Context: an optimization exercise on an open-source flow, tuned for small area. The choices shown serve that exercise and are no tape-out recipe.
RTL that was checked went through simulation tests only; none was proved equivalent to the original.
The RTL of run 2 was laid out without a check of its function.
Power and IR drop assume default switching activity.

==> flow/design.v (outline; a module is shown in full before it is edited, if it fits) <==
// module RX_UDP: 507 lines
// module TX_UDP: 658 lines
// module ETH_TOP: 289 lines
module ETH_TOP#(
		parameter FPGA_MAC         = 48'h00D0_0800_0002,
		parameter FPGA_IP          = 32'hC0A8_006E,
	    parameter FPGA_DP          = 16'd8080,
	    parameter FPGA_SP          = 16'd8080,
	    parameter C_AXI_ID_WIDTH       = 4,         
	    parameter C_AXI_ADDR_WIDTH     = 32,        
	    parameter C_AXI_DATA_WIDTH     = 64,        
	    parameter C_AXI_NBURST_SUPPORT = 1'b0,      
	    parameter C_AXI_BURST_TYPE     = 2'b00,     
	    parameter WATCH_DOG_WIDTH      = 12,   		 
	    parameter FLAG_MOTOR           =   32'hE1EC_0C0D,
	    parameter FLAG_AD              =   32'hAD86_86DA,
	    parameter FLAG_ETHLOOP         =   32'hEEBA_EEBA,
	    parameter C_ADDR_SUMOFFSET     =   32'h0000_1000,
	    parameter C_ADDR_MOTOR2ETH     =   32'h0000_0000,
	    parameter C_ADDR_AD2ETH        =   32'h1000_0000,
	    parameter C_ADDR_ETHLOOP       =   32'h2000_0000,
	    parameter C_ADDR_ETH2MOTOR     =   32'hE000_0000,
	    parameter C_ADDR_ETH2AD        =   32'hF000_0000           
    )
	(
	    input   sys_clk,
	    input   sys_rst,   
	   	input                               maxi_wready,  
	   	output [C_AXI_ID_WIDTH-1:0]         maxi_wid,     
	   	output [C_AXI_ADDR_WIDTH-1:0]       maxi_waddr,   
	   	output [7:0]                        maxi_wlen,    
	   	output [2:0]                        maxi_wsize,   
	   	output [1:0]                        maxi_wburst,  
	   	output [1:0]                        maxi_wlock,   
  // ...
==> flow/flow/run.sh <==
#!/bin/bash
# Standard synthesis, then the combinational logic re-mapped for area (registers untouched),
# then the standard layout from floorplan to finish.
set -euo pipefail
W=$(pwd)
R=$W/orfs/results/sky130hd/ETH_TOP/base
YOSYS=$FLOW_HOME/../tools/install/yosys/bin/yosys
bash standard.sh synth > $W/standard_synth.log 2>&1
cp $R/1_2_yosys.v $W/std_1_2_yosys.v
RS_LIB=$FLOW_HOME/platforms/sky130hd/lib/sky130_fd_sc_hd__tt_025C_1v80.lib \
RS_DONTUSE=$W/flow/dontuse.txt RS_IN=$W/std_1_2_yosys.v RS_OUT=$W/rs_1_2_yosys.v \
RS_SCRIPT=$W/flow/rs.abc $YOSYS -c $W/flow/resynth.tcl > $W/resynth.log 2>&1
cp $W/rs_1_2_yosys.v $R/1_2_yosys.v
rm -f $R/1_synth.odb $R/1_synth.sdc
bash standard.sh > $W/standard_layout.log 2>&1
==> flow/flow/dontuse.txt <==
-dont_use sky130_fd_sc_hd__lpflow_bleeder_1 -dont_use sky130_fd_sc_hd__lpflow_clkbufkapwr_1 -dont_use sky130_fd_sc_hd__lpflow_clkbufkapwr_16 -dont_use sky130_fd_sc_hd__lpflow_clkbufkapwr_2 -dont_use sky130_fd_sc_hd__lpflow_clkbufkapwr_4 -dont_use sky130_fd_sc_hd__lpflow_clkbufkapwr_8 -dont_use sky130_fd_sc_hd__lpflow_clkinvkapwr_1 -dont_use sky130_fd_sc_hd__lpflow_clkinvkapwr_16 -dont_use sky130_fd_sc_hd__lpflow_clkinvkapwr_2 -dont_use sky130_fd_sc_hd__lpflow_clkinvkapwr_4 -dont_use sky130_fd_sc_hd__lpflow_clkinvkapwr_8 -dont_use sky130_fd_sc_hd__lpflow_decapkapwr_12 -dont_use sky130_fd_sc_hd__lpflow_decapkapwr_3 -dont_use sky130_fd_sc_hd__lpflow_decapkapwr_4 -dont_use sky130_fd_sc_hd__lpflow_decapkapwr_6 -dont_use sky130_fd_sc_hd__lpflow_decapkapwr_8 -dont_use sky130_fd_sc_hd__lpflow_inputiso0n_1 -dont_use sky130_fd_sc_hd__lpflow_inputiso0p_1 -dont_use sky130_fd_sc_hd__lpflow_inputiso1n_1 -dont_use sky130_fd_sc_hd__lpflow_inputiso1p_1 -dont_use sky130_fd_sc_hd__lpflow_inputisolatch_1 -dont_use sky130_fd_sc_hd__lpflow_isobufsrc_1 -dont_use sky130_fd_sc_hd__lpflow_isobufsrc_16 -dont_use sky130_fd_sc_hd__lpflow_isobufsrc_2 -dont_use sky130_fd_sc_hd__lpflow_isobufsrc_4 -dont_use sky130_fd_sc_hd__lpflow_isobufsrc_8 -dont_use sky130_fd_sc_hd__lpflow_isobufsrckapwr_16 -dont_use sky130_fd_sc_hd__lpflow_lsbuf_lh_hl_isowell_tap_1 -dont_use sky130_fd_sc_hd__lpflow_lsbuf_lh_hl_isowell_tap_2 -dont_use sky130_fd_sc_hd__lpflow_lsbuf_lh_hl_isowell_tap_4 -dont_use sky130_fd_sc_hd__lpflow_lsbuf_lh_isowell_4 -dont_use sky130_fd_sc_hd__lpflow_lsbuf_lh_isowell_tap_1 -dont_use sky130_fd_sc_hd__lpflow_lsbuf_lh_isowell_tap_2 -dont_use sky130_fd_sc_hd__lpflow_lsbuf_lh_isowell_tap_4 -dont_use sky130_fd_sc_hd__probe_p_8 -dont_use sky130_fd_sc_hd__probec_p_8 
==> flow/flow/resynth.tcl <==
# Re-map the combinational logic of the standard synthesis netlist with ABC.
# The flip-flops (and tie cells) are kept as they are: same instances, names and cell types.
yosys -import
set lib $::env(RS_LIB)
set dont [string trim [read [open $::env(RS_DONTUSE)]]]
read_liberty -ignore_miss_func $lib
read_verilog $::env(RS_IN)
hierarchy -top ETH_TOP
setattr -mod -set keep_hierarchy 1 sky130_fd_sc_hd__*df* sky130_fd_sc_hd__*dl* sky130_fd_sc_hd__conb_1
setattr -set keep 1 t:sky130_fd_sc_hd__*df* t:sky130_fd_sc_hd__*dl*
flatten
hierarchy -top ETH_TOP
blackbox sky130_fd_sc_hd__*df* sky130_fd_sc_hd__*dl* sky130_fd_sc_hd__conb_1
select -clear
tee -o $::env(RS_OUT).pre.stat stat -liberty $lib
eval abc -script $::env(RS_SCRIPT) -liberty $lib {*}$dont
opt_clean -purge
insbuf -buf sky130_fd_sc_hd__buf_4 A X
opt_clean -purge
tee -o $::env(RS_OUT).stat stat -liberty $lib
write_verilog -noattr -nohex -nodec $::env(RS_OUT)
==> flow/flow/rs.abc <==
strash
dc2
&get -n
&dch -f
&nf -R 1000
&put
strash
dch -f
amap
==> flow/standard.sh <==
#!/bin/bash
# synth_recipe.tcl (not shown) runs the flow's synth.tcl, then flattens the netlist and writes it again
# the make line also repeats each setting of config.mk as NAME=value (left out here)
make -C /OpenROAD-flow-scripts/flow DESIGN_CONFIG=/design/flow/config.mk WORK_HOME=/design/flow/orfs CLKGATE_MAP_FILE= SYNTH_SCRIPT=/design/flow/synth_recipe.tcl "${@:-finish}"
==> flow/config.mk <==
export PLATFORM = sky130hd
export DESIGN_NAME = ETH_TOP
export DESIGN_NICKNAME = ETH_TOP
export VERILOG_FILES = /design/flow/design.v
export SDC_FILE = /design/flow/constraint.sdc
export NUM_CORES = 4
export LEC_CHECK = 0
export ABC_CLOCK_PERIOD_IN_PS = 1000000
export CAP_MARGIN = 20
export CORE_MARGIN = 2
export CORE_UTILIZATION = 40
export PLACE_DENSITY = 0.6
export SLEW_MARGIN = 20
==> flow/constraint.sdc <==
create_clock -name core_clock -period 8.0 [get_ports {sys_clk}]
set_input_delay 1.6000 -clock core_clock [delete_from_list [all_inputs] [get_ports {sys_clk}]]
set_output_delay 1.6000 -clock core_clock [all_outputs]
set_load 0.01 [all_outputs]
==> run_results.csv, run 1 <==
group,metric,value,unit
layout,num-fill-cells,9745,
worst_hold_path,hp-start,"inst_RX_UDP.st[7]",
placement,dp_cells,6359,
grt,use_met2,0.4261,
power_and_ir_drop,p_total,0.008722,W
outcome,outcome,"no timing/DRC/antenna violations",
placement,port_buffers,226,
power_and_ir_drop,p_sw,0.002084,W
power_and_ir_drop,p_seq,0.00421,W
power_and_ir_drop,clk-power,0.00401,W
clock_tree,clock_latency,690,ps
detailed_routing,met2WireLength,64220,um
grt,grt_remaining_overflow,0,
layout,fin_util,0.4685,
layout,regArea,19140,sq um
power_and_ir_drop,clkPwrFrac,0.460,
setup_path,worst_ep_arrival_time,7890,ps
setup_path,crit_start,"inst_RX_UDP.o_pc_ip[16]",
grt,grt_start_max_net_pins,108,
detailed_routing,met1_length,59280,um
power_and_ir_drop,seqPwrFrac,0.483,
grt,grt_usage,0.2603,
clock_tree,post_cts_buffers,0,
layout,buffer_area_frac,0.06800,
sta,finalHoldViolations,0,
setup_path,cp_max_fo,3,
sta,slew_headroom,0.1322,
setup_path,r2r_slack,700,ps
detailed_routing,ant_nets,0,
layout,layout_common_cells,"nor2_1 (973), clkinv_1 (464), dfxtp_1 (425)",
power_and_ir_drop,max-vdd-ir-drop,0.2037,mV
layout,largest_cell_class,"flip-flops and latches",
grt,grt_pass1_wl,206400,um
layout,multi_input_area,18310,sq um
==> module TX_UDP, before the edit <==
module TX_UDP#(
		parameter FPGA_MAC         = 48'h00D0_0800_0002,
		parameter FPGA_IP          = 32'hC0A8_006E,
	    parameter FPGA_DP          = 16'd8080,
	    parameter FPGA_SP          = 16'd8080,
	    parameter C_AXI_ID_WIDTH       = 4,         
	    parameter C_AXI_ADDR_WIDTH     = 32,        
	    parameter C_AXI_DATA_WIDTH     = 64,        
	    parameter C_AXI_NBURST_SUPPORT = 1'b0,      
	    parameter C_AXI_BURST_TYPE     = 2'b00,     
	    parameter WATCH_DOG_WIDTH      = 12,         
	    parameter FLAG_MOTOR           =   32'hE1EC_0C0D,
	    parameter FLAG_AD              =   32'hAD86_86DA,
	    parameter FLAG_ETHLOOP         =   32'hEEBA_EEBA,
	    parameter C_ADDR_SUMOFFSET     =   32'h0000_1000,
	    parameter C_ADDR_MOTOR2ETH     =   32'h0000_0000,
	    parameter C_ADDR_AD2ETH        =   32'h1000_0000,
	    parameter C_ADDR_ETHLOOP       =   32'h2000_0000,
	    parameter C_ADDR_ETH2MOTOR     =   32'hE000_0000,
	    parameter C_ADDR_ETH2AD        =   32'hF000_0000   
    )
	(
    input   sys_clk,
    input   sys_rst,   
   	output                            	saxi_wready,  
   	input [C_AXI_ID_WIDTH-1:0]        	saxi_wid,     
   	input [C_AXI_ADDR_WIDTH-1:0]      	saxi_waddr,   
   	input [7:0]                       	saxi_wlen,    
   	input [2:0]                       	saxi_wsize,   
   	input [1:0]                       	saxi_wburst,  
   	input [1:0]                       	saxi_wlock,   
   	input [3:0]                       	saxi_wcache,  
   	input [2:0]                       	saxi_wprot,   
   	input                             	saxi_wvalid,  
   	output                            	saxi_wd_wready,   
   	input [C_AXI_DATA_WIDTH-1:0]      	saxi_wd_wdata,     
   	input [C_AXI_DATA_WIDTH/8-1:0]    	saxi_wd_wstrb,     
   	input                             	saxi_wd_wlast,     
   	input                             	saxi_wd_wvalid,    
   	output  [C_AXI_ID_WIDTH-1:0]      	saxi_wb_bid,      
   	output  [1:0]                     	saxi_wb_bresp,    
   	output                            	saxi_wb_bvalid,   
   	input                             	saxi_wb_bready,   
   	output                            	saxi_rready,      
   	input [C_AXI_ID_WIDTH-1:0]        	saxi_rid,         
   	input [C_AXI_ADDR_WIDTH-1:0]      	saxi_raddr,       
   	input [7:0]                       	saxi_rlen,        
   	input [2:0]                       	saxi_rsize,       
   	input [1:0]                       	saxi_rburst,      
   	input [1:0]                       	saxi_rlock,       
   	input [3:0]                       	saxi_rcache,      
   	input [2:0]                       	saxi_rprot,       
   	input                             	saxi_rvalid,      
   	output  [C_AXI_ID_WIDTH-1:0]       	saxi_rd_bid,      
   	output  [1:0]                      	saxi_rd_rresp,    
   	output                             	saxi_rd_rvalid,   
   	output  [C_AXI_DATA_WIDTH-1:0]     	saxi_rd_rdata,    
   	output                             	saxi_rd_rlast,    
   	input                              	saxi_rd_rready,    
    output   [7:0]   					rgmii_tx_data,
    output   							rgmii_tx_valid,
    output   							rgmii_tx_last,
	output								rgmii_tx_user,
	input								rgmii_tx_ready, 
	input	[47:0]						pc_mac,
	input	[31:0]						pc_ip,
	input								trig_package_rst,
	input								trig_arp	
    );
	reg							local_reset;
	always @(posedge sys_clk) begin
		local_reset	<=	sys_rst;
	end
	localparam	WRITE_IDLE     = 0,
				WRITE_ADDR     = 1,
				TX_WAIT        = 2,
				TX_ETH_HEADER  = 3,
				TX_IP_HEADER   = 4,
				TX_UDP_HEADER  = 5,
				WRITE_DATA     = 6,
				WRITE_RESPONSE = 7,
				TX_ARP         = 8;
	localparam	[15:0]	IP_TYPE        = 16'h0800,
						ARP_TYPE       = 16'h0806,
						IP_FLAG_OFFSET = 16'h4000;
	localparam	[7:0]	IP_VISION      = 8'h45,
						UDP_PROTO      = 8'h11,
						IP_TTL         = 8'h80,
						IP_WORD        = 8'd20,
						UDP_WORD       = 8'd8;
	localparam	[63:0]	ARP_HEAD       = 64'h0001_0800_0604_0002;
	reg [8:0]	st, nx;
	reg			trig_udp_start,
				trig_arp_start;
	reg [3:0]	flag_data_sum;
	reg			flag_eth_header_over,
				flag_ip_header_over,
				flag_udp_header_over,
				flag_arp_over,
				flag_addr_over,
				flag_wait_over,
				flag_arp_wait_over,
				flag_data_over;
	reg			trig_udp_cks,
				trig_udp_cks_d;
	reg [47:0]	snap_mac;		 
	reg [31:0]	snap_ip;		 
	reg [31:0]	data_sum;
	reg [11:0]	tx_word_cnt;
	reg [7:0]	o_rgmii_data;
	reg			o_rgmii_valid;
	reg			o_rgmii_last;
	reg [31:0]	package_cnt;
	reg [15:0]	ip_identif;
	reg [19:0]	ipcks_sum;
	reg [19:0]	udpcks_sum;
	reg			wd_loaded;		 
	reg			ipcks_over;
	reg			udpcks_over;
	reg [127:0]	eth_loop_data;	 
	reg [7:0]	wr_wlen;
	reg			wr_wready;
	reg			wd_wready;
	reg			wb_bvalid;
	reg [2:0]	tx_wd_cnt;
	assign	rgmii_tx_data	=	o_rgmii_data;
	assign	rgmii_tx_valid	=	o_rgmii_valid;
	assign	rgmii_tx_last	=	o_rgmii_last;
	wire		wd_hs	=	saxi_wd_wvalid && wd_wready;
	wire		dd		=	st[WRITE_DATA] && nx[WRITE_DATA];
	wire	sum_br	=	(|flag_data_sum[1:0]) && !flag_wait_over;
	wire	loop_br	=	!sum_br && flag_data_sum[2] && !flag_wait_over;
	wire	tx_br	=	!sum_br && !loop_br;
	wire	admo	=	flag_data_sum[0] || !flag_data_sum[2];
	wire [17:0]	half_sum	=	(saxi_wd_wdata[15:0] + saxi_wd_wdata[31:16]) + (saxi_wd_wdata[47:32] + saxi_wd_wdata[63:48]);
	wire [12:0]	cnt_p1	=	tx_word_cnt + 1'b1;
	wire [15:0]	udp_len	=	flag_data_sum[0] ? ({5'd0, wr_wlen, 3'b000} + 16'd8) :
							flag_data_sum[1] ? ({5'd0, wr_wlen, 3'b000} + 16'd4) :
							flag_data_sum[2] ? 16'd20 : 16'd0;
	wire [31:0]	udp_flag =	flag_data_sum[0] ? FLAG_AD :
							flag_data_sum[1] ? FLAG_MOTOR :
							flag_data_sum[2] ? FLAG_ETHLOOP : 32'd0;
	wire [15:0]	ip_len	=	IP_WORD + UDP_WORD + udp_len;
	wire [15:0]	ul_len	=	UDP_WORD + udp_len;
	localparam [16:0] K_AD	=	32'd0 + FLAG_AD[31:16] + FLAG_AD[15:00];
	localparam [16:0] K_MO	=	32'd0 + FLAG_MOTOR[31:16] + FLAG_MOTOR[15:00];
	localparam [16:0] K_LP	=	32'd0 + FLAG_ETHLOOP[31:16] + FLAG_ETHLOOP[15:00];
	reg [17:0]	pk_k;
	wire [17:0]	flag_k		=	flag_data_sum[0] ? pk_k : flag_data_sum[1] ? {1'b0, K_MO} : {1'b0, K_LP};
	wire		loop_acc	=	nx[WRITE_DATA] && loop_br;
	wire [31:0]	add32		=	data_sum + flag_k;
	reg [17:0]	hsum_r;
	reg			hsum_v;
	wire [31:0]	loop_sum	=	data_sum + hsum_r;
	always @(posedge sys_clk) begin
		hsum_r	<=	half_sum;
		hsum_v	<=	!local_reset && loop_acc && wd_hs;
	end
	wire [16:0]	usum		=	add32[31:16] + add32[15:0];
	wire [17:0]	ucks_k		=	{udp_len, 1'b0} + USUM_K;
	wire [16:0]	pc_sum		=	pc_ip[31:16] + pc_ip[15:0];
	localparam [17:0] IPCKS_K	=	32'd0 + {IP_VISION,8'h0} + IP_WORD + UDP_WORD + IP_FLAG_OFFSET + {IP_TTL,UDP_PROTO} + FPGA_IP[31:16] + FPGA_IP[15:0];
	localparam [17:0] USUM_K	=	FPGA_IP[31:16] + FPGA_IP[15:0] + 16'h0011 + 2*UDP_WORD + FPGA_SP + FPGA_DP;
	always @(posedge sys_clk) begin
		if (local_reset  || o_rgmii_last) begin
			ipcks_sum  <= 0;
			ipcks_over <= 0;
		end
		else begin
			if (!trig_udp_cks_d && trig_udp_cks) begin
				ipcks_sum	<=	ipcks_sum + pc_sum;
			end
			else if (nx[TX_WAIT] && (|flag_data_sum[2:0]) && !trig_udp_cks) begin
				ipcks_sum	<=	IPCKS_K + udp_len + ip_identif;
			end
			else if (trig_udp_cks && !ipcks_over) begin
				if (ipcks_sum > 20'h0_FFFF) begin
					ipcks_sum	<=	ipcks_sum[19:16] + ipcks_sum[15:0];
				end
				else begin
					ipcks_sum[15:0]	<=	~ipcks_sum[15:0];
					ipcks_over	<=	1;
				end
			end
		end
	end
	always @(posedge sys_clk) begin
		if (local_reset  || o_rgmii_last) begin
			udpcks_sum	<=	0;
			udpcks_over	<=	0;
		end
		else begin
			if (!trig_udp_cks_d && trig_udp_cks) begin
				udpcks_sum	<=	udpcks_sum + (pc_sum + ucks_k);
			end
			else if (nx[TX_WAIT] && (|flag_data_sum[2:0]) && !trig_udp_cks) begin
				udpcks_sum	<=	{3'd0, usum};
			end
			else if (trig_udp_cks && !udpcks_over) begin
				if (udpcks_sum > 20'h0_ffff) begin
					udpcks_sum	<=	udpcks_sum[19:16] + udpcks_sum[15:0];
				end
				else begin
					udpcks_sum[15:0]	<=	~udpcks_sum[15:0];
					udpcks_over	<=	1;
				end
			end
		end
	end
	always @(posedge sys_clk) begin
		if (local_reset)
			trig_udp_start	<=	0;
		else
			trig_udp_start  <= saxi_wvalid && st[WRITE_IDLE];
	end
	always @(posedge sys_clk) begin
		if (local_reset || flag_arp_over)
			trig_arp_start	<=	0;
		else if (trig_arp)
			trig_arp_start	<=	1;
	end
	always @(posedge sys_clk) begin
		if (local_reset)
			st <= 9'd1;
		else
			st <= nx;
	end
	always @(*) begin
		nx = 9'd0;
		case (1'b1)
			st[WRITE_IDLE]: begin
				if (trig_udp_start)					nx[WRITE_ADDR] = 1'b1;
				else if (trig_arp_start)			nx[TX_WAIT] = 1'b1;
				else if (flag_data_sum[2])			nx[TX_WAIT] = 1'b1;
				else								nx[WRITE_IDLE] = 1'b1;
			end
			st[WRITE_ADDR]: begin
				if (flag_data_sum[3] && flag_addr_over)				nx[TX_WAIT] = 1'b1;
				else if ((|flag_data_sum[2:0]) && flag_addr_over)	nx[WRITE_DATA] = 1'b1;
				else												nx[WRITE_ADDR] = 1'b1;
			end
			st[TX_WAIT]: begin
				if (flag_wait_over || flag_arp_wait_over)	nx[TX_ETH_HEADER] = 1'b1;
				else										nx[TX_WAIT] = 1'b1;
			end
			st[TX_ETH_HEADER]: begin
				if (flag_eth_header_over && flag_arp_wait_over)	nx[TX_ARP] = 1'b1;
				else if (flag_eth_header_over)					nx[TX_IP_HEADER] = 1'b1;
				else											nx[TX_ETH_HEADER] = 1'b1;
			end
			st[TX_IP_HEADER]: begin
				if (flag_ip_header_over)	nx[TX_UDP_HEADER] = 1'b1;
				else						nx[TX_IP_HEADER] = 1'b1;
			end
			st[TX_UDP_HEADER]: begin
				if (flag_udp_header_over)	nx[WRITE_DATA] = 1'b1;
				else						nx[TX_UDP_HEADER] = 1'b1;
			end
			st[WRITE_DATA]: begin
				if (flag_data_over && flag_data_sum[2] && flag_wait_over)	nx[WRITE_IDLE] = 1'b1;
				else if (flag_data_over)									nx[WRITE_RESPONSE] = 1'b1;
				else														nx[WRITE_DATA] = 1'b1;
			end
			st[WRITE_RESPONSE]: begin
				if (wb_bvalid && saxi_wb_bready)	nx[WRITE_IDLE] = 1'b1;
				else								nx[WRITE_RESPONSE] = 1'b1;
			end
			st[TX_ARP]: begin
				if (flag_arp_over)	nx[WRITE_IDLE] = 1'b1;
				else				nx[TX_ARP] = 1'b1;
			end
			default:				nx[WRITE_IDLE] = 1'b1;
		endcase
	end
	wire [31:0]	package_cnt_n	=	(local_reset || trig_package_rst) ? 32'd0 :
									(st[WRITE_RESPONSE] && nx[WRITE_IDLE] && (flag_data_sum == 4'd1)) ? package_cnt + 1 : package_cnt;
	always @(posedge sys_clk) begin
		package_cnt	<=	package_cnt_n;
		pk_k		<=	(local_reset || trig_package_rst) ? {1'b0, K_AD} : K_AD + (package_cnt[31:16] + package_cnt[15:0]);
	end
	always @(posedge sys_clk) begin
		if (local_reset)
			ip_identif <= 0;
		else if (o_rgmii_last)
			ip_identif <= ip_identif + 1;
	end
	wire [4:0]	snap_idx	=	nx[TX_ETH_HEADER] ? tx_word_cnt[4:0] :
							nx[TX_IP_HEADER]  ? tx_word_cnt[4:0] - 5'd10 : tx_word_cnt[4:0] - 5'd18;
	reg [7:0]	snap_byte;
	always @(*) begin
		case (snap_idx[3:0])
			4'd0:  snap_byte = snap_mac[47:40];
			4'd1:  snap_byte = snap_mac[39:32];
			4'd2:  snap_byte = snap_mac[31:24];
			4'd3:  snap_byte = snap_mac[23:16];
			4'd4:  snap_byte = snap_mac[15:8];
			4'd5:  snap_byte = snap_mac[7:0];
			4'd6:  snap_byte = snap_ip[31:24];
			4'd7:  snap_byte = snap_ip[23:16];
			4'd8:  snap_byte = snap_ip[15:8];
			default: snap_byte = snap_ip[7:0];
		endcase
	end
	reg [7:0]	eth_byte;
	always @(*) begin
		case (tx_word_cnt[3:0])
			4'd0:  eth_byte = snap_byte;
			4'd1:  eth_byte = snap_byte;
			4'd2:  eth_byte = snap_byte;
			4'd3:  eth_byte = snap_byte;
			4'd4:  eth_byte = snap_byte;
			4'd5:  eth_byte = snap_byte;
			4'd6:  eth_byte = FPGA_MAC[47:40];
			4'd7:  eth_byte = FPGA_MAC[39:32];
			4'd8:  eth_byte = FPGA_MAC[31:24];
			4'd9:  eth_byte = FPGA_MAC[23:16];
			4'd10: eth_byte = FPGA_MAC[15:8];
			4'd11: eth_byte = FPGA_MAC[7:0];
			4'd12: eth_byte = IP_TYPE[15:8];
			default: eth_byte = flag_arp_wait_over ? ARP_TYPE[7:0] : IP_TYPE[7:0];
		endcase
	end
	reg [7:0]	ip_byte;
	always @(*) begin
		case (tx_word_cnt[4:0])
			5'd0:  ip_byte = IP_VISION;
			5'd1:  ip_byte = 8'h00;
			5'd2:  ip_byte = ip_len[15:8];
			5'd3:  ip_byte = ip_len[7:0];
			5'd4:  ip_byte = ip_identif[15:8];
			5'd5:  ip_byte = ip_identif[7:0];
			5'd6:  ip_byte = IP_FLAG_OFFSET[15:8];
			5'd7:  ip_byte = IP_FLAG_OFFSET[7:0];
			5'd8:  ip_byte = IP_TTL;
			5'd9:  ip_byte = UDP_PROTO;
			5'd10: ip_byte = ipcks_sum[15:8];
			5'd11: ip_byte = ipcks_sum[7:0];
			5'd12: ip_byte = FPGA_IP[31:24];
			5'd13: ip_byte = FPGA_IP[23:16];
			5'd14: ip_byte = FPGA_IP[15:8];
			5'd15: ip_byte = FPGA_IP[7:0];
			5'd16: ip_byte = snap_byte;
			5'd17: ip_byte = snap_byte;
			5'd18: ip_byte = snap_byte;
			default: ip_byte = snap_byte;
		endcase
	end
	reg [7:0]	udp_byte;
	always @(*) begin
		case (tx_word_cnt[2:0])
			3'd0:  udp_byte = FPGA_SP[15:8];
			3'd1:  udp_byte = FPGA_SP[7:0];
			3'd2:  udp_byte = FPGA_DP[15:8];
			3'd3:  udp_byte = FPGA_DP[7:0];
			3'd4:  udp_byte = ul_len[15:8];
			3'd5:  udp_byte = ul_len[7:0];
			3'd6:  udp_byte = udpcks_sum[15:8];
			default: udp_byte = udpcks_sum[7:0];
		endcase
	end
	reg [7:0]	arp_byte;
	always @(*) begin
		case (tx_word_cnt[4:0])
			5'd0:  arp_byte = ARP_HEAD[63:56];
			5'd1:  arp_byte = ARP_HEAD[55:48];
			5'd2:  arp_byte = ARP_HEAD[47:40];
			5'd3:  arp_byte = ARP_HEAD[39:32];
			5'd4:  arp_byte = ARP_HEAD[31:24];
			5'd5:  arp_byte = ARP_HEAD[23:16];
			5'd6:  arp_byte = ARP_HEAD[15:8];
			5'd7:  arp_byte = ARP_HEAD[7:0];
			5'd8:  arp_byte = FPGA_MAC[47:40];
			5'd9:  arp_byte = FPGA_MAC[39:32];
			5'd10: arp_byte = FPGA_MAC[31:24];
			5'd11: arp_byte = FPGA_MAC[23:16];
			5'd12: arp_byte = FPGA_MAC[15:8];
			5'd13: arp_byte = FPGA_MAC[7:0];
			5'd14: arp_byte = FPGA_IP[31:24];
			5'd15: arp_byte = FPGA_IP[23:16];
			5'd16: arp_byte = FPGA_IP[15:8];
			5'd17: arp_byte = FPGA_IP[7:0];
			5'd18: arp_byte = snap_byte;
			5'd19: arp_byte = snap_byte;
			5'd20: arp_byte = snap_byte;
			5'd21: arp_byte = snap_byte;
			5'd22: arp_byte = snap_byte;
			5'd23: arp_byte = snap_byte;
			5'd24: arp_byte = snap_byte;
			5'd25: arp_byte = snap_byte;
			5'd26: arp_byte = snap_byte;
			default: arp_byte = snap_byte;
		endcase
	end
	reg [7:0]	flag_byte;
	always @(*) begin
		case (tx_word_cnt[1:0])
			2'd0:  flag_byte = udp_flag[31:24];
			2'd1:  flag_byte = udp_flag[23:16];
			2'd2:  flag_byte = udp_flag[15:8];
			default: flag_byte = udp_flag[7:0];
		endcase
	end
	reg [7:0]	pkt_byte;
	always @(*) begin
		case (tx_word_cnt[1:0])
			2'd0:  pkt_byte = package_cnt[31:24];
			2'd1:  pkt_byte = package_cnt[23:16];
			2'd2:  pkt_byte = package_cnt[15:8];
			default: pkt_byte = package_cnt[7:0];
		endcase
	end
	wire [3:0]	loop_idx	=	4'd3 - tx_word_cnt[3:0];
	wire [3:0]	buf_idx		=	admo ? {1'b0, ~tx_wd_cnt} : loop_idx;
	wire		buf_zero	=	admo ? !wd_loaded : flag_data_sum[1];
	wire [7:0]	buf_byte	=	buf_zero ? 8'h00 : eth_loop_data[{buf_idx, 3'b000} +: 8];
	reg [7:0]	data_byte;
	always @(*) begin
		if (tx_word_cnt < 4)
			data_byte = flag_byte;
		else if (flag_data_sum[0])
			data_byte = (tx_word_cnt < 8) ? pkt_byte : buf_byte;
		else
			data_byte = buf_byte;
	end
	always @(posedge sys_clk) begin
		if (nx[TX_WAIT] && ((ipcks_over && udpcks_over) || (trig_arp_start && !flag_addr_over))) begin
			snap_mac	<=	pc_mac;
			snap_ip		<=	pc_ip;
		end
	end
	always @(posedge sys_clk) begin
		if (nx[WRITE_DATA] && wd_hs) begin
			if (loop_br) begin
				if (tx_word_cnt == 12'd0)
					eth_loop_data[127:64]	<=	saxi_wd_wdata;
				if (tx_word_cnt == 12'd1)
					eth_loop_data[63:0]		<=	saxi_wd_wdata;
			end
			else if (tx_br && admo && st[WRITE_DATA])
				eth_loop_data[63:0]	<=	saxi_wd_wdata;
		end
	end
	always @(posedge sys_clk) begin
		if (local_reset || !dd)
			wd_loaded	<=	0;
		else if (wd_hs)
			wd_loaded	<=	1;
	end
	always @(posedge sys_clk) begin
		if(local_reset) begin
			flag_data_sum        <= 0;
			data_sum             <= 0;
			trig_udp_cks_d       <= 0;
			flag_eth_header_over <= 0;
			flag_ip_header_over  <= 0;
			flag_udp_header_over <= 0;
			flag_arp_over        <= 0;
			flag_addr_over       <= 0;
			flag_wait_over       <= 0;
			flag_data_over       <= 0;
			flag_arp_wait_over   <= 0;
			trig_udp_cks         <= 0;
			tx_word_cnt          <= 0;
			o_rgmii_data         <= 0;
			o_rgmii_valid        <= 1'b0;
			o_rgmii_last         <= 1'b0;
		end else begin
			trig_udp_cks_d	<=	trig_udp_cks;
			if (hsum_v)
				data_sum	<=	loop_sum;
			case (1'b1)
				nx[WRITE_IDLE]	:	begin
					flag_data_sum        <= flag_wait_over ? 4'd0 : flag_data_sum;
					flag_eth_header_over <= 0;
					flag_ip_header_over  <= 0;
					flag_udp_header_over <= 0;
					flag_arp_over        <= 0;
					flag_addr_over       <= 0;
					flag_wait_over       <= 0;
					flag_data_over       <= 0;
					flag_arp_wait_over	 <=	0;
					trig_udp_cks		 <=	0;
					tx_word_cnt          <= 0;
					o_rgmii_data         <= 0;
					o_rgmii_valid        <= 1'b0;
					o_rgmii_last         <= 1'b0;
				end
				nx[WRITE_ADDR]	:	begin
					if (saxi_wvalid && wr_wready) begin
						flag_addr_over       <= 1;
					 	case (saxi_waddr)
					 	 	C_ADDR_AD2ETH		+ C_ADDR_SUMOFFSET:	flag_data_sum[0]	<=	1;
					 	 	C_ADDR_MOTOR2ETH	+ C_ADDR_SUMOFFSET:	flag_data_sum[1]	<=	1;
					 	 	C_ADDR_ETHLOOP		:	flag_data_sum[2]	<=	1;
					 	 	C_ADDR_AD2ETH,C_ADDR_MOTOR2ETH
					 	 						:	flag_data_sum[3]	<=	1;
					 	 	default : flag_data_sum	<=	0;
					 	endcase
					end
					else begin
						flag_addr_over <= 0;
					end
				end
				nx[TX_WAIT]	:	begin
					if (|flag_data_sum[2:0])
						trig_udp_cks	<=	1;
					if (ipcks_over && udpcks_over)
						flag_wait_over     <=  1;
					else if (trig_arp_start && !flag_addr_over)
						flag_arp_wait_over <=  1;
				end
				nx[TX_ETH_HEADER]	:	begin
					trig_udp_cks             <=  0;
					o_rgmii_valid            <=  1;
					if (tx_word_cnt == 12'd14) begin
						o_rgmii_data         <= trig_arp_start ? ARP_HEAD[63:56] : IP_VISION;
						flag_eth_header_over <= 1;
						tx_word_cnt          <= 1;
					end
					else if (!o_rgmii_valid) begin
						o_rgmii_data  <=  eth_byte;
						tx_word_cnt   <=  1;
					end
					else if (rgmii_tx_ready) begin
						o_rgmii_data  <=  eth_byte;
						tx_word_cnt   <=  cnt_p1[11:0];
					end
				end
				nx[TX_IP_HEADER]	:	begin
					o_rgmii_valid            <=  1;
					if (tx_word_cnt == 12'd20) begin
						o_rgmii_data        <= FPGA_SP[15:8];
						flag_ip_header_over <= 1;
						tx_word_cnt         <= 1;
					end
					else if (o_rgmii_valid && rgmii_tx_ready) begin
						o_rgmii_data    <=  ip_byte;
						tx_word_cnt     <=  cnt_p1[11:0];
					end
				end
				nx[TX_UDP_HEADER]	:	begin
					o_rgmii_valid            <=  1;
					if (tx_word_cnt == 12'd8) begin
						o_rgmii_data         <= udp_flag[31:24];
						flag_udp_header_over <= 1;
						tx_word_cnt          <= 1;
					end
					else if (o_rgmii_valid && rgmii_tx_ready) begin
						o_rgmii_data     <=  udp_byte;
						tx_word_cnt      <=  cnt_p1[11:0];
					end
				end
				nx[WRITE_DATA]	:	begin
					if (sum_br) begin
						if (wd_hs) begin
							data_sum		<=	saxi_wd_wdata[31:0];
							flag_data_over	<=	1;
						end
						else
							flag_data_over	<=	0;
					end
					else if (loop_br) begin
						if (wd_hs)
							tx_word_cnt	<=	cnt_p1[11:0];
						flag_data_over	<=	(tx_word_cnt == 12'd2);
					end
					else begin
						if (tx_word_cnt == udp_len) begin
							flag_data_over	<=	1;
							o_rgmii_valid	<=	0;
							o_rgmii_last	<=	0;
							o_rgmii_data	<=	0;
							tx_word_cnt		<=	0;
							data_sum		<=	0;
						end
						else if (o_rgmii_valid && rgmii_tx_ready) begin
							o_rgmii_valid   <=	1;
							o_rgmii_data	<=	data_byte;
							tx_word_cnt		<=	cnt_p1[11:0];
							o_rgmii_last	<=	({3'b000, cnt_p1} == udp_len);
						end
						else begin
							o_rgmii_valid	<=	1;
							o_rgmii_last	<=	0;
						end
					end
				end
				nx[TX_ARP]	:	begin
					if (tx_word_cnt == 12'd28) begin
						o_rgmii_valid       <= 0;
						flag_arp_over 		<= 1;
						tx_word_cnt         <= 0;
					end
					else if (o_rgmii_valid && rgmii_tx_ready) begin
						o_rgmii_valid   <=	1;
						o_rgmii_data	<=	arp_byte;
						tx_word_cnt		<=	cnt_p1[11:0];
						o_rgmii_last	<=	(tx_word_cnt == 12'd27);
					end
					else begin
						o_rgmii_valid	<=	1;
						o_rgmii_last	<=	0;
					end
				end
				default : ;
			endcase
		end
	end
	always @(*) begin
		if (st[WRITE_DATA])
			if (flag_data_sum[0])
				tx_wd_cnt = tx_word_cnt[2:0];
			else if (flag_data_sum[1])
				tx_wd_cnt = tx_word_cnt[2:0] - 3'd4;
			else
				tx_wd_cnt = 3'd0;
		else
			tx_wd_cnt = 3'd0;
	end
	always @(posedge sys_clk) begin
		if (local_reset)
			wr_wready	<=	0;
		else
			wr_wready	<=	st[WRITE_IDLE] && nx[WRITE_ADDR];
	end
	always @(posedge sys_clk) begin
		 if (local_reset)
		 	wr_wlen	<=	0;
		 else if (saxi_wvalid && wr_wready)
		 	wr_wlen	<=	saxi_wlen + 1;
	end
	assign	saxi_wready	=	wr_wready;
	always @(posedge sys_clk) begin
		if (local_reset)
			wd_wready	<=	0;
		else if (dd && ((tx_wd_cnt == 3'd6) || (!flag_data_sum[3] && tx_word_cnt == 12'd0) || flag_data_sum[2]))
			wd_wready	<=	saxi_wd_wvalid;
		else
			wd_wready	<=	0;
	end
	assign	saxi_wd_wready	=	wd_wready;
	always @(posedge sys_clk) begin
		if (local_reset)
			wb_bvalid <= 0;
		else
			wb_bvalid <= st[WRITE_RESPONSE] && nx[WRITE_RESPONSE];
	end
	assign	saxi_wb_bvalid	=	wb_bvalid;
	assign	saxi_wb_bid		=	0;
	assign	saxi_wb_bresp	=	0;
	assign	saxi_rready		=	0;
	assign	saxi_rd_bid		=	0;
	assign	saxi_rd_rresp	=	0;
	assign	saxi_rd_rvalid	=	0;
	assign	saxi_rd_rdata	=	0;
	assign	saxi_rd_rlast	=	0;
	assign	rgmii_tx_user	=	0;
endmodule
==> run 2, diff against run 1 <==
--- a/flow/design.v
+++ b/flow/design.v
@@ -655,17 +655,9 @@
 	localparam [16:0] K_MO	=	32'd0 + FLAG_MOTOR[31:16] + FLAG_MOTOR[15:00];
 	localparam [16:0] K_LP	=	32'd0 + FLAG_ETHLOOP[31:16] + FLAG_ETHLOOP[15:00];
-	reg [17:0]	pk_k;
-	wire [17:0]	flag_k		=	flag_data_sum[0] ? pk_k : flag_data_sum[1] ? {1'b0, K_MO} : {1'b0, K_LP};
+	wire [16:0]	pk_sum		=	package_cnt[31:16] + package_cnt[15:00];
+	wire [17:0]	flag_k		=	flag_data_sum[0] ? (K_AD + pk_sum) : flag_data_sum[1] ? {1'b0, K_MO} : {1'b0, K_LP};
 	wire		loop_acc	=	nx[WRITE_DATA] && loop_br;
-	wire [31:0]	add32		=	data_sum + flag_k;
-	reg [17:0]	hsum_r;
-	reg			hsum_v;
-	wire [31:0]	loop_sum	=	data_sum + hsum_r;
-	always @(posedge sys_clk) begin
-		hsum_r	<=	half_sum;
-		hsum_v	<=	!local_reset && loop_acc && wd_hs;
-	end
-	wire [16:0]	usum		=	add32[31:16] + add32[15:0];
-	wire [17:0]	ucks_k		=	{udp_len, 1'b0} + USUM_K;
+	wire [31:0]	add32		=	data_sum + (loop_acc ? half_sum : flag_k);
+	wire [17:0]	usum		=	add32[31:16] + add32[15:0] + {udp_len, 1'b0} + USUM_K;
 	wire [16:0]	pc_sum		=	pc_ip[31:16] + pc_ip[15:0];
 	localparam [17:0] IPCKS_K	=	32'd0 + {IP_VISION,8'h0} + IP_WORD + UDP_WORD + IP_FLAG_OFFSET + {IP_TTL,UDP_PROTO} + FPGA_IP[31:16] + FPGA_IP[15:0];
@@ -678,8 +670,5 @@
 		else begin
 			if (!trig_udp_cks_d && trig_udp_cks) begin
-				ipcks_sum	<=	ipcks_sum + pc_sum;
-			end
-			else if (nx[TX_WAIT] && (|flag_data_sum[2:0]) && !trig_udp_cks) begin
-				ipcks_sum	<=	IPCKS_K + udp_len + ip_identif;
+				ipcks_sum	<=	IPCKS_K + udp_len + ip_identif + pc_sum;
 			end
 			else if (trig_udp_cks && !ipcks_over) begin
@@ -701,8 +690,8 @@
 		else begin
 			if (!trig_udp_cks_d && trig_udp_cks) begin
-				udpcks_sum	<=	udpcks_sum + (pc_sum + ucks_k);
+				udpcks_sum	<=	udpcks_sum + pc_sum;
 			end
 			else if (nx[TX_WAIT] && (|flag_data_sum[2:0]) && !trig_udp_cks) begin
-				udpcks_sum	<=	{3'd0, usum};
+				udpcks_sum	<=	{2'd0, usum};
 			end
 			else if (trig_udp_cks && !udpcks_over) begin
@@ -782,9 +771,9 @@
 		endcase
 	end
-	wire [31:0]	package_cnt_n	=	(local_reset || trig_package_rst) ? 32'd0 :
-									(st[WRITE_RESPONSE] && nx[WRITE_IDLE] && (flag_data_sum == 4'd1)) ? package_cnt + 1 : package_cnt;
 	always @(posedge sys_clk) begin
-		package_cnt	<=	package_cnt_n;
-		pk_k		<=	(local_reset || trig_package_rst) ? {1'b0, K_AD} : K_AD + (package_cnt[31:16] + package_cnt[15:0]);
+		if (local_reset || trig_package_rst)
+			package_cnt <= 0;
+		else if (st[WRITE_RESPONSE] && nx[WRITE_IDLE] && (flag_data_sum == 4'd1))
+			package_cnt <= package_cnt + 1;
 	end
 	always @(posedge sys_clk) begin
@@ -976,6 +965,4 @@
 		end else begin
 			trig_udp_cks_d	<=	trig_udp_cks;
-			if (hsum_v)
-				data_sum	<=	loop_sum;
 			case (1'b1)
 				nx[WRITE_IDLE]	:	begin
@@ -1070,6 +1057,8 @@
 					end
 					else if (loop_br) begin
-						if (wd_hs)
+						if (wd_hs) begin
 							tx_word_cnt	<=	cnt_p1[11:0];
+							data_sum	<=	add32;
+						end
 						flag_data_over	<=	(tx_word_cnt == 12'd2);
 					end
--- a/flow/flow/resynth.tcl
+++ b/flow/flow/resynth.tcl
@@ -15,7 +15,7 @@
 tee -o $::env(RS_OUT).pre.stat stat -liberty $lib
 eval abc -script $::env(RS_SCRIPT) -liberty $lib {*}$dont
-opt_clean -purge
+opt_clean
 insbuf -buf sky130_fd_sc_hd__buf_4 A X
-opt_clean -purge
+opt_clean
 tee -o $::env(RS_OUT).stat stat -liberty $lib
 write_verilog -noattr -nohex -nodec $::env(RS_OUT)
--- a/flow/config.mk
+++ b/flow/config.mk
@@ -6,5 +6,4 @@
 export NUM_CORES = 4
 export LEC_CHECK = 0
-export ABC_CLOCK_PERIOD_IN_PS = 1000000
 export CAP_MARGIN = 20
 export CORE_MARGIN = 2
==> run 2 against run 1 <==
Clock-buffer cell count fell by 3. Total power down 3.9%. Sequential share of layout area down 3.8 points. The layout now fails its checks (setup timing). Highest routed layer unchanged. First-iteration DRC count up 20%. Largest cell class is now multi-input combinational cells. Critical path type is now input pin to register. Fmax is 26% lower.
==> run_results.csv, run 2 <==
group,metric,value,unit
setup_path,r2r-start,"inst_TX_UDP.flag_data_sum[1]",
floorplan,dieHeight,315.0,um
clock_tree,ctsHoldBuffers,0,
layout,final_common_cell,"nor2_1",
sta,finalSetupViolCount,13,
setup_path,endpoint_kind,"register",
synth,syn_area,38680,sq um
clock_tree,clockBufferDepth,3,
setup_path,reg2regPathDepth,71,
detailed_routing,dr.pass1.iters,6,
layout,final_cells,6675,
setup_path,worstSetupPathType,"input pin to register",
worst_hold_path,hold-path-endpoint,"inst_RX_UDP.wb_bready",
detailed_routing,drc,0,
grt,grt_pass1_vias,35714,
clock_tree,cts_tree,"done",
layout,largest_reg_flops,128,
floorplan,die-area,99220,sq um
power_and_ir_drop,max-vdd-ir-drop,0.1924,mV
sta,fin_crit,9918,ps
setup_path,worst-path-buf-inv,33,
setup_path,cp_max_fo,3,
sta,holdWs,421.5,ps
detailed_routing,wire_per_inst,23.63,um
floorplan,core_area,96280,sq um
grt,grt_pass1_wl,228700,um
setup_path,startpoint_type,"input pin",
worst_hold_path,hp-start,"inst_RX_UDP.st[7]",
clock_tree,htreeDepth,3,
placement,port_buffers,226,
worst_hold_path,hold-path-cell-count,2,
setup_path,crit_top_cell,"buf_4",
layout,finalNetCount,5629,
layout,reg.largest.list,"inst_TX_UDP.eth_loop_data x128, inst_RX_UDP.rx_wd_wdata x64, inst_RX_UDP.wd_wdata x64",
grt,antenna_found_initial,2,
layout,finish.instance_area,49590,sq um
layout,fin_util,0.5151,
sta,finalHoldViolations,0,
placement,dp_cells,6376,
outcome,outcome,"complete, but fails checks",
clock_tree,clkSinkCount,742,
clock_tree,clkTransAtPathRegs,70,ps
detailed_routing,routed-via-count,38475,
sta,fmax,100.8,MHz
layout,regArea,18380,sq um
floorplan,num_rows,114,
grt,grt_remaining_overflow,0,
sta,drv_slew,0,
layout,layout_common_cells,"nor2_1 (834), buf_4 (566), clkinv_1 (402)",
grt,grt_usage,0.3076,
setup_path,reg2reg_to,"inst_TX_UDP.udpcks_sum[17]",
floorplan,io_pins,594,
power_and_ir_drop,power_density,169.0,nW/um^2
clock_tree,cts-root-buf,"clkbuf_16",
placement,postPlaceCellArea,44740,sq um
sta,slew_headroom,0.2665,
layout,area_growth,28.20,%
flow_run,cap_violations,0,
worst_hold_path,hold_class,"register to register",
detailed_routing,wirelength,157700,um
sta,worst_slack,-1918,ps
placement,globalplace.congestion,1.029,
floorplan,fp.dieW,315.0,um
sta,skew,36.89,ps
outcome,violations,"setup timing",
setup_path,cp_slowest_cell,"or2_1",
floorplan,initial_core_util,0.4018,
setup_path,worst_ep_arrival_time,10530,ps
sta,tightest_slew,1092,ps
setup_path,r2r_slack,-1720,ps
clock_tree,clock_latency,690,ps
placement,post-dp-hpwl,116400,um
setup_path,crit_family,"buffers and inverters",
grt,grt_start_max_net_pins,81,
sta,rsz0062_at_grt,"yes",
clock_tree,numCtsBuffers,82,
setup_path,crit_required,8610,ps
layout,largest_register,"inst_TX_UDP.eth_loop_data",
sta,post-route-period-util,1.240,
layout,layout-drive-gt1-share,0.1784,
layout,multi_input_area,18450,sq um
sta,tns,-18310,ps
synth,syn_inst,4520,
synth,synth_area_per_cell,8.559,sq um
setup_path,cpPeakStageDelay,240,ps
detailed_routing,ant_nets,0,
power_and_ir_drop,leakage,17.40,nW
detailed_routing,vias_per_cell,5.764,
synth,yosys_warnings,2,
detailed_routing,drtIter0Drc,4450,
layout,num-fill-cells,8985,
-- run 2: changes by cell type in the layout (fill, tap and decap cells not counted), moves of 37 or more --
cell | before | now
buf_4 | 123 | 566
nor2_1 | 973 | 834
dfxtp_1 | 425 | 388
a21oi_1 | 370 | 264
clkinv_1 | 464 | 402
o21ai_0 | 367 | 290
-- run 2: metrics by stage --
stage	total power, W	worst slack (ps)
CTS	0.008394	-1397
global placement	0.004565	-2703
detailed placement	0.004567	-2923
finish	0.008380	-1918
global route	0.008616	-2431
floorplan	0.004354	-1633
-- run 2: worst max-delay path by stage --
stage	from	end	slack, ps	cells past startpoint
2_1_floorplan	saxi_wd_wdata[17]	inst_TX_UDP.udpcks_sum[17]	-1630	71
3_3_place_gp	saxi_wd_wdata[33]	inst_TX_UDP.udpcks_sum[17]	-2700	69
3_5_place_dp	saxi_wd_wdata[33]	inst_TX_UDP.udpcks_sum[17]	-2920	76
4_1_cts	saxi_wd_wdata[1]	inst_TX_UDP.udpcks_sum[17]	-1400	72
5_1_grt	saxi_wd_wdata[18]	inst_TX_UDP.udpcks_sum[17]	-2430	68
6_report	saxi_wd_wdata[1]	inst_TX_UDP.udpcks_sum[17]	-1920	72
-- run 2: worst min-delay path, stage by stage (launching register included) --
cell and delay [ps]:
dfxtp_1 300, clkinv_1 50, nor2_1 40
-- run 2: layout make-up --
type | instances | area share
multi-input cells | 3269 | 0.3720
flip-flops and latches | 742 | 0.3706
repair buffers | 823 | 0.1390
clock buffers | 117 | 0.04776
well taps | 1276 | 0.03219
inverters | 413 | 0.03187
clock inverters | 33 | 0.006434
diodes | 2 | 0.0001009
-- run 2: report_power, final --
group / switching [W] / internal [W]
Combinational: 0.000357 / 0.000249
Clock: 0.00166 / 0.00215
Sequential: 0.00000334 / 0.00397
-- run 2: routing by layer --
| layer | part of all wire | up-vias | global-route usage |
|---|---|---|---|
| li1 | - | 17829 | - |
| met1 | 0.40 | 18365 | 0.3963 |
| met2 | 0.46 | 1829 | 0.4950 |
| met3 | 0.084 | 452 | 0.05453 |
| met4 | 0.058 | 0 | 0.1567 |
| met5 | 0 | - | 0 |
-- run 2: what timing repair did --
action                                  in CTS  in global routing
gates resized for setup                    210                150
buffers inserted                           133                 36
pin swaps                                  111                 89
endpoints found under the setup margin      18                 24

-- static timing again, ports no longer ideal --
The results above use ideal ports. As a check the final layouts listed here were re-extracted and re-timed, cells and wires unchanged.
Step 1, drivers: a clkbuf_16 drives sys_clk and a buf_2 each remaining input, both assumed.
Step 2 also shifts input and output timing later by t, the mid clock arrival at the registers, as if the neighbouring blocks saw the same clock.
Three values: ideal, step 1, step 2; two values: the first two.
| run | t, ns | slack for setup (ns) | slew at the worst register clock pin (ns) |
|---|---|---|---|
| run 1 | 0.736 | 0.700 / 0.700 / 0.116 | 0.07 / 0.07 |
| run 2 | 0.747 | -1.918 / -1.897 / -2.644 | 0.07 / 0.07 |
For run 2, which loses most, drivers alone change the setup slack by +0.021 ns; drivers and shift together by -0.726 ns.
